This design comes from an exercise in tuning for small area, a short achievable clock period and few clock cycles on the open sky130 flow, not from production work. At most, simulation tests tie the RTL to the original design; equivalence was not proved. The clock port is modelled as an ideal driver; clocking choices that lean on that would not hold on a real chip.

v43:
==> flow/design.v (excerpt) <==
module BAS(input clk, input reset, input [8:0]count, input [8:0]seed1, input [8:0]seed2, input [15:0]xi, input [15:0]yi, input [15:0]P, input [15:0]E, output [15:0]xo, output [15:0]yo, output [15:0]fo, output [31:0]clk_cnt, output reg done);
    reg [15:0] x, y, p, e;
    reg [14:0] f;
    reg [8:0] cnt, itc;
    reg [2:0] ph;
    reg ini, run;
    wire ph0 = ph == 3'd0, ph1 = ph == 3'd1, ph2 = ph == 3'd2;
    wire ph3 = ph == 3'd3, ph4 = ph == 3'd4, ph5 = ph == 3'd5;
    wire [15:0] dx, dy;
    twin_lfsr lfsr(clk, reset, ph1, seed1, seed2, dx, dy);
    wire useE = ph0 | ph1;
    wire useY = ph5 | ph1;
    wire [15:0] ma = useE ? e : p;
    wire [15:0] d = useY ? dy : dx;
    wire [15:0] mp;
    Bfloat16_mul m1(ma, {d[15] & !useE, d[14:0]}, mp);
    reg [15:0] opa, opb, opc;
    reg q1, q2, q3, i1, i2, i3;
    reg [14:0] f3;
    reg [15:0] x1, y1;
    reg sg, acc0;
    wire le = f3 <= f;
    wire fin = q3 & ph0;                 
    wire upd = fin & (sg ? le : acc0);   
    wire last = (itc + 9'd1 == cnt);
  ...
Size: about 3,700 cells after synthesis, about 250 flip-flops, roughly 170 I/O pins, ~24,000 µm² of cells after synthesis.
clock: 72.0 ns
lec_check: 0
abc_area: 1
cap_margin: 20
core_margin: 2
core_utilization: 45
slew_margin: 20
standard.sh (not shown) runs the stock make flow with config.mk's settings and CLKGATE_MAP_FILE= SYNTH_SCRIPT=/design/flow/synth_recipe.tcl, a recipe that flattens the netlist after the stock synthesis.
==> flow/flow/run.sh <==
#!/bin/bash
# The standard layout, except:
# - synthesis maps all the logic with the ABC script flow/area.abc, in place
#   of ORFS's area script and without first mapping adders to full/half-adder
#   cells (ADDER_MAP_FILE empty); otherwise synth_recipe.tcl unchanged;
# - plain buf_1 cells as the port buffers;
# - timing repair aiming at 56.2 ns of setup slack.
set -euo pipefail
W=$PWD
cat > "$W/flow_synth.tcl" <<TCL
proc abc {args} {
  set i [lsearch -exact \$args -script]
  if {\$i >= 0} { lset args [expr {\$i + 1}] $W/flow/area.abc }
  yosys abc {*}\$args
}
source $W/synth_recipe.tcl
TCL
bash standard.sh "SYNTH_SCRIPT=$W/flow_synth.tcl" ADDER_MAP_FILE= "BUFFER_PORTS_ARGS=-buffer_cell sky130_fd_sc_hd__buf_1" SETUP_SLACK_MARGIN=56.2 finish > standard.log 2>&1
==> flow/flow/area.abc <==
strash
dc2
dch -f
amap
topo
stime -c
buffer -c
upsize -c
dnsize -c
Testbench counts of v43, summed over its fixed seeds: cycles 288,456.
Relative to v43, the following input files were edited for v10:
==> flow/flow/area.abc <==
strash
dc2
dch -f
map -a
topo
stime -c
buffer -c
upsize -c
dnsize -c
Findings:
In v10 relative to v43, final design instance area without fill had gone up by a few percent.
Of v43 and v10, v43 shows the lower well-tap cell count, with v10 above it.
Of v43 and v10, the run reporting the higher fraction of standard cell area that is sequential was v43.
The kind of critical path comes out reg2out in one run and in2reg in the other, namely in v10 and v43 respectively.
diff inputs: v10 => v44
==> flow/flow/area.abc <==
strash
ifraig
dc2
dch -f
amap
topo
stime -c
buffer -c
upsize -c
dnsize -c
Results
Both conditions hold for v44: the flow ran to the end and the final layout passed the timing, DRC and antenna checks.
For v44, the worst-path cell with the longest stage delay was edfxtp_1, unlike v10, where it was dfxtp_1.
Total wirelength of the detailed-routed design, v44 and v10, lower one = v44.
Fraction of the yosys area taken by sequential cells for v44: 2.6 points up relative to v10
From v10 to v44 the numbers moved as follows: multi-input logic cell count moved down; maximum operating frequency closely matched the old numbers; non-clock buffer count picked up an extra 33%.
Input-level comparison between v1 and v44:
==> flow/flow/area.abc <==
strash
dch -f
amap
topo
stime -c
buffer -c
upsize -c
dnsize -c
==> run summary <==
From v44 to v1 the numbers moved as follows: well tap count picked up an extra 60; placed instance area picked up an extra about 4%.
First-pass GRT wire length: v1 worse than v44
Compared with v44, v1 shows global-route usage higher by 0.21 points.
Measured against each other, v1 and v44 differ in register-to-register slack, the higher figure coming from v1.
Delta (v1 minus v44): cell count along the critical path went up by 2.

* * *

== 07-02 ==
Another version of the RTL of BAS (not shown whole).
Size: roughly 4500 cells after synthesis, about 250 flip-flops, roughly 30000 sq um of cells after synthesis.
Settings: LEC_CHECK=0, ABC_AREA=1, CAP_MARGIN=20, CORE_MARGIN=2, CORE_UTILIZATION=45, SLEW_MARGIN=20; clock period 72.0 ns.
==> flow/flow/run.sh <==
#!/bin/bash
# The standard layout, with plain buf_1 cells as the port buffers
set -euo pipefail
bash standard.sh "BUFFER_PORTS_ARGS=-buffer_cell sky130_fd_sc_hd__buf_1" finish > standard.log 2>&1
The following lists how 09-07 was set up differently from 07-02:
==> flow/flow/run.sh <==
#!/bin/bash
# The standard layout, with plain buf_1 cells as the port buffers and
# timing repair aiming at 56.5 ns of setup slack
set -euo pipefail
bash standard.sh "BUFFER_PORTS_ARGS=-buffer_cell sky130_fd_sc_hd__buf_1" SETUP_SLACK_MARGIN=56.5 finish > standard.log 2>&1
--- outcome ---
09-07 was carried through to the last stage, and its layout satisfied the timing, DRC and antenna checks.
07-02 and 09-07 ended up with nearly the same number of multi-input logic gates.
Final clock period utilization by the worst path: 07-02 and 09-07 compared, lower one is 09-07
Global-route usage: 09-07 vs 07-02 up 0.22 points
09-07 gives less global routing met3 resource utilization than 07-02 did.
Wire length in 09-07 is about 1.5% higher than in 07-02
Against 07-02, 09-07 reports a met1 usage that is higher.
No functional check of the RTL was part of any run of this note.

* * *

Setup of v25:
BAS, a different RTL version from the one above (not shown whole).
Size: ~3800 cells after synthesis, ~170 I/O pins, ~26000 µm² of cells after synthesis.
==> flow/design.v (excerpt) <==
module BAS(input clk, input reset, input [8:0]count, input [8:0]seed1, input [8:0]seed2, input [15:0]xi, input [15:0]yi, input [15:0]P, input [15:0]E, output [15:0]xo, output [15:0]yo, output [15:0]fo, output [31:0]clk_cnt, output reg done);
    localparam K_NONE = 3'd0, K_INIT = 3'd1, K_R = 3'd2, K_L = 3'd3, K_T0 = 3'd4, K_T1 = 3'd5;
    reg [15:0] x, y, p, e;
    reg [14:0] f;
    reg [8:0] cnt, itc;
    reg [1:0] pc;                        
    reg act;                             
    reg [1:0] k;                         
    wire s0 = act & (k == 2'd0), s1 = act & (k == 2'd1);
    wire s2 = act & (k == 2'd2), s3 = act & (k == 2'd3);
    wire [15:0] dx, dy, ndx, ndy;
    twin_lfsr lfsr(clk, reset, s3, seed1, seed2, dx, dy, ndx, ndy);
    wire useE = s0 | s1;
    wire useY = (pc == 2'd1) | s1 | s3;
    wire [15:0] ma = useE ? e : p;
    wire [15:0] d = (s2 | s3) ? (useY ? ndy : ndx) : (useY ? dy : dx);
    wire [15:0] mp;
    Bfloat16_mul m1(ma, {1'b0, d[14:0]}, mp);
    reg [14:0] opa, opb, opc, opd;       
    reg [2:0] k1, k2;                    
    reg [14:0] fr;                       
    reg [15:0] x1, y1, xsel, ysel;
    reg sg;
    reg pend;                            
    reg [1:0] c0, c1;                    
    wire [1:0] cs = sg ? c1 : c0;
    wire pred = cs[1];                   
    wire last = (itc + 9'd1 == cnt);
    wire ini = (pc == 2'd2);
    wire pe = s0 | s1;
    wire nz = pe ? (p[14:0] != 15'd0) : (e[14:0] != 15'd0);
    wire neg = s1 | s2;
    wire [14:0] ox = pe ? opa : opc;
    wire [14:0] oy = pe ? opb : opd;
    wire [15:0] sx = {nz & ((pe ? p[15] ^ dx[15] : e[15]) ^ neg), ox};
    wire [15:0] sy = {nz & ((pe ? p[15] ^ dy[15] : e[15]) ^ neg), oy};
    wire [15:0] ax, ay;
    wire usel = pend & pred;             
    wire [15:0] xs = usel ? xsel : x;
    wire [15:0] ys = usel ? ysel : y;
    bf_add_slow a1(xs, sx, ini, ax);
    bf_add_slow a2(ys, sy, ini, ay);
    wire [2:0] k0 = ini ? K_INIT : s0 ? K_R : s1 ? K_L : s2 ? K_T1 : s3 ? K_T0 : K_NONE;
    wire [15:0] u, v;
    fitness_lin lin(x1, y1, u, v);
    reg [15:0] u2, v2;
    wire [14:0] fs;
    fitness_sq sq(u2, v2, fs);
    wire sgn = !(fr > fs);               
    wire le = fs <= f;
    wire dec = (k2 == K_T0) & !sg | (k2 == K_T1) & sg;    
    wire take = dec & le;
    wire redo = dec & (le != pred) & !last;   
    always @(posedge clk) begin
  ...
clock: 72.0 ns
lec_check: 0
abc_area: 1
cap_margin: 20
core_margin: 2
core_utilization: 60
cts_cluster_diameter: 120
cts_cluster_size: 24
slew_margin: 20
==> flow/flow/run.sh <==
#!/bin/bash
# The standard layout, except:
# - synthesis maps all the logic with the ABC script flow/area.abc, in place
#   of ORFS's area script and without first mapping adders to full/half-adder
#   cells (ADDER_MAP_FILE empty); otherwise synth_recipe.tcl unchanged;
# - plain buf_1 cells as the port buffers;
# - timing repair aiming at 56.2 ns of setup slack, and after CTS a repair
#   of the paths from the inputs only (flow/io_repair.tcl).
set -euo pipefail
W=$PWD
cat > "$W/flow_synth.tcl" <<TCL
proc abc {args} {
  set i [lsearch -exact \$args -script]
  if {\$i >= 0} { lset args [expr {\$i + 1}] $W/flow/area.abc }
  yosys abc {*}\$args
}
source $W/synth_recipe.tcl
TCL
bash standard.sh "SYNTH_SCRIPT=$W/flow_synth.tcl" ADDER_MAP_FILE= "BUFFER_PORTS_ARGS=-buffer_cell sky130_fd_sc_hd__buf_1" SETUP_SLACK_MARGIN=56.2 "POST_CTS_TCL=$W/flow/io_repair.tcl" finish > standard.log 2>&1
==> flow/flow/area.abc <==
strash
ifraig
dc2
dch -f
amap -m
topo
stime -c
buffer -c
upsize -c -D 14500
dnsize -c -D 14500
==> flow/flow/io_repair.tcl <==
# Run after CTS (POST_CTS_TCL): a timing repair of the paths from the inputs
# to the registers only, aiming at 56.9 ns of slack; the other paths are left
# to the standard repair. The false paths are set for this repair only and
# removed again before the design is written.
set_false_path -from [all_registers] -to [all_registers]
set_false_path -to [all_outputs]
repair_timing -setup -setup_margin 56.9 -verbose
sta::unset_path_exceptions -from [all_registers] -to [all_registers]
sta::unset_path_exceptions -to [all_outputs]
detailed_placement
check_placement -verbose
estimate_parasitics -placement
report_worst_slack -max
Testbench counts of v25, summed over its fixed seeds: cycles 200,424.
What v19 does differently from v25 at the input level:
diff --git a/flow/flow/run.sh b/flow/flow/run.sh
--- a/flow/flow/run.sh
+++ b/flow/flow/run.sh
@@ -18,2 +18,2 @@
 TCL
-bash standard.sh "SYNTH_SCRIPT=$W/flow_synth.tcl" ADDER_MAP_FILE= "BUFFER_PORTS_ARGS=-buffer_cell sky130_fd_sc_hd__buf_1" SETUP_SLACK_MARGIN=56.2 "POST_CTS_TCL=$W/flow/io_repair.tcl" finish > standard.log 2>&1
+bash standard.sh "SYNTH_SCRIPT=$W/flow_synth.tcl" ADDER_MAP_FILE= "BUFFER_PORTS_ARGS=-buffer_cell sky130_fd_sc_hd__buf_1" SETUP_SLACK_MARGIN=56.2 "POST_CTS_TCL=$W/flow/io_repair.tcl" "CTS_ARGS=-sink_clustering_enable -sink_clustering_size 24 -sink_clustering_max_diameter 120 -repair_clock_nets -sink_clustering_levels 1" finish > standard.log 2>&1
==> flow/flow/area.abc <==
strash
ifraig
dc2
dch -f
amap -m
topo
stime -c
buffer -c
upsize -c -D 12500
dnsize -c -D 12500
[summary]
v19: done, clean on timing, DRC and antenna. Max summed instance area of the synthesized netlist across v19 and v25: v19. Across both runs, die area was higher for v19 than for v25. Length of routed wiring on met1 of v19 is on par with v25. Non-clock buffer count (v19 over v25): decrease, 43. v25 ended up with f[14]$_DFFE_PP_ as its start point of the critical path; v19 ended up with x[2]$_DFFE_PP_. As of v19, pin count of the biggest net entering global routing had risen by a few percent compared to v25. Changes observed in v19 relative to v25: count of sequential standard cells flat, number of clock buffers in the layout up 2.
The following lists how v29 was set up differently from v19:
diff --git a/flow/flow/run.sh b/flow/flow/run.sh
--- a/flow/flow/run.sh
+++ b/flow/flow/run.sh
@@ -18,2 +18,2 @@
 TCL
-bash standard.sh "SYNTH_SCRIPT=$W/flow_synth.tcl" ADDER_MAP_FILE= "BUFFER_PORTS_ARGS=-buffer_cell sky130_fd_sc_hd__buf_1" SETUP_SLACK_MARGIN=56.2 "POST_CTS_TCL=$W/flow/io_repair.tcl" "CTS_ARGS=-sink_clustering_enable -sink_clustering_size 24 -sink_clustering_max_diameter 120 -repair_clock_nets -sink_clustering_levels 1" finish > standard.log 2>&1
+bash standard.sh "SYNTH_SCRIPT=$W/flow_synth.tcl" ADDER_MAP_FILE= "BUFFER_PORTS_ARGS=-buffer_cell sky130_fd_sc_hd__buf_1" SETUP_SLACK_MARGIN=56.2 "POST_CTS_TCL=$W/flow/io_repair.tcl" finish > standard.log 2>&1
==> run summary <==
- Every run (v19 and v29) finished clean.
- As far as remaining global-route overflow goes, v19 and v29 are indistinguishable; the numbers are identical.
- Comparing v29 against v19, there is no change at all in overall routed net length.
- v19 and v29 ended up with roughly the same utilization.
- Between v19 and v29, the final critical-path share of the clock period figures differ only marginally.
- v19 -> v29: multi-input combinational cell count delta 0, exact match
Setup changes, v29 to v2
# v29
export LEC_CHECK = 0
export ABC_AREA = 1
export CAP_MARGIN = 20
export CORE_MARGIN = 2
export CORE_UTILIZATION = 60
export CTS_CLUSTER_DIAMETER = 120
export CTS_CLUSTER_SIZE = 24
export SLEW_MARGIN = 20
create_clock -name core_clock -period 72.0 [get_ports {clk}]
# v2
export LEC_CHECK = 0
export ABC_AREA = 1
export CAP_MARGIN = 20
export CORE_MARGIN = 2
export CORE_UTILIZATION = 60
export CTS_CLUSTER_DIAMETER = 120
export CTS_CLUSTER_SIZE = 24
export GPL_ROUTABILITY_DRIVEN = 0
export SLEW_MARGIN = 20
create_clock -name core_clock -period 72.0 [get_ports {clk}]
### Flow results
Result: PASS for each of v2 and v29. Compared with v29, in v2 number of clock buffer instances in the layout comparable; growth of design area from synthesis to finish -0.21 points; first-pass GRT wire length increased 1.8 mm.
The inputs of v41 differ from those of v2 as listed below.
# v2
export LEC_CHECK = 0
export ABC_AREA = 1
export CAP_MARGIN = 20
export CORE_MARGIN = 2
export CORE_UTILIZATION = 60
export CTS_CLUSTER_DIAMETER = 120
export CTS_CLUSTER_SIZE = 24
export GPL_ROUTABILITY_DRIVEN = 0
export SLEW_MARGIN = 20
create_clock -name core_clock -period 72.0 [get_ports {clk}]
# v41
export LEC_CHECK = 0
export ABC_AREA = 1
export CAP_MARGIN = 20
export CORE_MARGIN = 2
export CORE_UTILIZATION = 60
export CTS_CLUSTER_DIAMETER = 120
export CTS_CLUSTER_SIZE = 24
export GPL_TIMING_DRIVEN = 0
export SLEW_MARGIN = 20
create_clock -name core_clock -period 72.0 [get_ports {clk}]
--- outcome ---
v41 reached the final stage; the timing, DRC and antenna checks on its layout passed. Compared with v2, v41 shows total number of nets in the final design that has gone up by a few percent. v41 vs. v2: largest net degree at the start of global routing dropped 63%; number of clock buffer instances in the layout ~0 delta; design area now larger; shortest period the worst path allows shows an increase of 0.017 ns. First-pass GRT wire length of v41 exceeds that of v2 by a few percent.

* * *

BAS, a different RTL version from the one above (not shown whole).
Size: about 250 flip-flops, roughly 24000 um2 of cells after synthesis.
==> flow/design.v (excerpt) <==
module BAS(input clk, input reset, input [8:0]count, input [8:0]seed1, input [8:0]seed2, input [15:0]xi, input [15:0]yi, input [15:0]P, input [15:0]E, output [15:0]xo, output [15:0]yo, output [15:0]fo, output [31:0]clk_cnt, output reg done);
    reg [15:0] x, y, p, e;
    reg [14:0] f;
    reg [8:0] cnt, itc;
    reg [2:0] ph;
    reg ini, run;
    wire ph0 = ph == 3'd0, ph1 = ph == 3'd1, ph2 = ph == 3'd2;
    wire ph3 = ph == 3'd3, ph4 = ph == 3'd4, ph5 = ph == 3'd5;
    wire [15:0] dx, dy;
    twin_lfsr lfsr(clk, reset, ph1, seed1, seed2, dx, dy);
    wire useE = ph0 | ph1;
    wire useY = ph5 | ph1;
    wire [15:0] ma = useE ? e : p;
    wire [15:0] d = useY ? dy : dx;
    wire [15:0] mp;
    Bfloat16_mul m1(ma, {1'b0, d[14:0]}, mp);
    reg [14:0] opa, opb, opc;            
    reg q1, q2, i1, i2;
    reg [14:0] fr;
    reg [15:0] x1, y1;
    reg sg, acc0;
    wire last = (itc + 9'd1 == cnt);
    wire pe = ph0 | ph1;
    wire nz = pe ? (p[14:0] != 15'd0) : (e[14:0] != 15'd0);
    wire neg = ph1 | ph3 | ((ph4 | ph5) & sg);
    wire [14:0] ox = pe ? opa : opc;
    wire [15:0] sx = {nz & ((pe ? p[15] ^ dx[15] : e[15]) ^ neg), ox};
    wire [15:0] sy = {nz & ((pe ? p[15] ^ dy[15] : e[15]) ^ neg), opb};
    wire [15:0] ax, ay;
    bf_add_slow a1(x, sx, ini, ax);
    bf_add_slow a2(y, sy, ini, ay);
    wire issue = run & (ph0 | ph1 | ph2 | ph3);
    wire [15:0] u, v;
    fitness_lin lin(x1, y1, u, v);
    reg [15:0] u2, v2;
    wire [14:0] fs;
    fitness_sq sq(u2, v2, fs);
    wire le = fs <= f;
    wire t0 = q2 & ph4, t1 = q2 & ph5;
    wire take = t1 & (sg ? le : acc0);   
    always @(posedge clk) begin
        if (ph4) opa <= mp[14:0];
        if (ph0) opc <= mp[14:0];
        if (ph5 | ph1) opb <= mp[14:0];
        x1 <= ax;
        y1 <= ay;
        u2 <= u;
        v2 <= v;
        if (ph2) fr <= fs;
        if (ph3) sg <= !(fr > fs);
        if (ph4) acc0 <= le;
        if (i2 || (t0 && !sg || t1 && sg) && le) f <= fs;
        if (reset) begin
            x <= xi;
            y <= yi;
            p <= P;
            e <= E;
            cnt <= count;
            itc <= 9'd0;
  ...
export LEC_CHECK = 0
export ABC_AREA = 1
export CAP_MARGIN = 20
export CORE_MARGIN = 2
export CORE_UTILIZATION = 60
export SLEW_MARGIN = 20
create_clock -name core_clock -period 72.0 [get_ports {clk}]
==> flow/flow/run.sh <==
#!/bin/bash
# The standard layout, except:
# - synthesis maps all the logic with the ABC script flow/area.abc, in place
#   of ORFS's area script and without first mapping adders to full/half-adder
#   cells (ADDER_MAP_FILE empty); otherwise synth_recipe.tcl unchanged;
# - plain buf_1 cells as the port buffers;
# - timing repair aiming at 56.2 ns of setup slack, and after CTS a repair
#   of the input and output paths only (flow/io_repair.tcl).
set -euo pipefail
W=$PWD
cat > "$W/flow_synth.tcl" <<TCL
proc abc {args} {
  set i [lsearch -exact \$args -script]
  if {\$i >= 0} { lset args [expr {\$i + 1}] $W/flow/area.abc }
  yosys abc {*}\$args
}
source $W/synth_recipe.tcl
TCL
bash standard.sh "SYNTH_SCRIPT=$W/flow_synth.tcl" ADDER_MAP_FILE= "BUFFER_PORTS_ARGS=-buffer_cell sky130_fd_sc_hd__buf_1" SETUP_SLACK_MARGIN=56.2 "POST_CTS_TCL=$W/flow/io_repair.tcl" finish > standard.log 2>&1
==> flow/flow/area.abc <==
strash
ifraig
dc2
dch -f
amap -m
topo
stime -c
buffer -c
upsize -c -D 12500
dnsize -c -D 12500
==> flow/flow/io_repair.tcl <==
# Run after CTS (POST_CTS_TCL): a timing repair of the paths from the inputs
# and to the outputs only, aiming at 56.8 ns of slack; the paths between
# registers are left to the standard repair. The false paths are set for
# this repair only and removed again before the design is written.
set_false_path -from [all_registers] -to [all_registers]
repair_timing -setup -setup_margin 56.8 -verbose
reset_path -from [all_registers] -to [all_registers]
detailed_placement
check_placement -verbose
estimate_parasitics -placement
report_worst_slack -max
The baseline did not get past 4_1_cts.
Testbench counts at the start, summed over its fixed seeds: cycles 288,264.
==> next run, changes <==
--- a/flow/flow/run.sh
+++ b/flow/flow/run.sh
@@ -7,3 +7,3 @@
 # - timing repair aiming at 56.2 ns of setup slack, and after CTS a repair
-#   of the input and output paths only (flow/io_repair.tcl).
+#   of the paths from the inputs and to the outputs only (flow/io_repair.tcl).
 set -euo pipefail
==> flow/flow/io_repair.tcl (replaced) <==
# Run after CTS (POST_CTS_TCL): a timing repair of the paths from the inputs
# and to the outputs only, aiming at 56.6 ns of slack; the paths between
# registers are left to the standard repair. The false paths are set for
# this repair only and removed again before the design is written.
set_false_path -from [all_registers] -to [all_registers]
repair_timing -setup -setup_margin 56.6 -verbose
sta::unset_path_exceptions -from [all_registers] -to [all_registers]
detailed_placement
check_placement -verbose
estimate_parasitics -placement
report_worst_slack -max
What happened:
- The new run completed with no timing, DRC or antenna violations
- synthesized cell count is unchanged
- area after synthesis does not change
==> next run, changes <==
--- a/flow/flow/run.sh
+++ b/flow/flow/run.sh
@@ -7,3 +7,3 @@
 # - timing repair aiming at 56.2 ns of setup slack, and after CTS a repair
-#   of the paths from the inputs and to the outputs only (flow/io_repair.tcl).
+#   of the paths from the inputs only (flow/io_repair.tcl).
 set -euo pipefail
==> flow/flow/io_repair.tcl (replaced) <==
# Run after CTS (POST_CTS_TCL): a timing repair of the paths from the inputs
# to the registers only, aiming at 56.9 ns of slack; the other paths are left
# to the standard repair. The false paths are set for this repair only and
# removed again before the design is written.
set_false_path -from [all_registers] -to [all_registers]
set_false_path -to [all_outputs]
repair_timing -setup -setup_margin 56.9 -verbose
sta::unset_path_exceptions -from [all_registers] -to [all_registers]
sta::unset_path_exceptions -to [all_outputs]
detailed_placement
check_placement -verbose
estimate_parasitics -placement
report_worst_slack -max
=> Worst setup slack loses 66 ps. Final cell count came out lower slightly. Non-clock buffer count drops by 56. Register-to-register slack is about the same. Global-route usage came out lower by 1.2 points. Wire length went down by a few percent. Area after synthesis does not change. Critical path depth does not change.

[what the ideal ports hide]
In the flow no input, the clock included, has a driving cell. The finished layouts below were timed again as built, in two steps. Step 1 sets driving cells, clkbuf_16 on the clock port and buf_2 on the other inputs (assumed; they add their load-dependent delay and slew). Step 2, shift: input delay + t, output delay - t, t = (earliest + latest rising clock arrival at the registers) / 2. This alone moves slack from input paths to output paths. a / b / c = ideal ports / drivers / drivers and shift; a / b = the first two.
| run | t (ns) | setup slack, ns | hold WS [ns] | latest minus earliest clock arrival (ns) |
|---|---|---|---|---|
| v43 | 0.615 | 56.347 / 56.308 / 55.771 | 0.431 / 0.431 / 0.431 | 0.023 / 0.023 |
| v10 | 0.633 | 56.373 / 56.314 / 55.887 | 0.403 / 0.403 / 0.403 | 0.027 / 0.026 |
| v44 | 0.635 | 56.354 / 56.292 / 55.855 | 0.433 / 0.433 / 0.433 | 0.015 / 0.016 |
| v1 | 0.629 | 56.351 / 56.317 / 55.756 | 0.433 / 0.433 / 0.433 | 0.016 / 0.016 |
| 07-02 | 0.647 | 55.702 / 55.702 / 55.591 | 0.406 / 0.406 / 0.406 | 0.031 / 0.032 |
| 09-07 | 0.639 | 56.391 / 56.329 / 55.998 | 0.408 / 0.408 / 0.408 | 0.019 / 0.019 |
| v25 | 0.591 | 56.410 / 56.351 / 56.180 | 0.453 / 0.453 / 0.453 | 0.035 / 0.035 |
| v19 | 0.583 | 56.426 / 56.365 / 56.207 | 0.453 / 0.453 / 0.453 | 0.015 / 0.015 |
| v29 | 0.583 | 56.426 / 56.365 / 56.207 | 0.453 / 0.453 / 0.453 | 0.015 / 0.015 |
| v2 | 0.579 | 56.420 / 56.359 / 56.272 | 0.453 / 0.453 / 0.453 | 0.048 / 0.048 |
| v41 | 0.597 | 56.402 / 56.338 / 56.155 | 0.449 / 0.449 / 0.449 | 0.041 / 0.041 |
| the second run of note 4 | 0.615 | 56.325 / 56.265 / 55.975 | 0.449 / 0.449 / 0.449 | 0.015 / 0.014 |
| the third run of note 4 | 0.615 | 56.259 / 56.200 / 56.268 | 0.454 / 0.454 / 0.454 | 0.013 / 0.013 |
After both steps every run listed still meets setup and hold. The setup slack of v1, which loses most, moves by -0.034 ns with the drivers and by -0.595 ns with both steps.
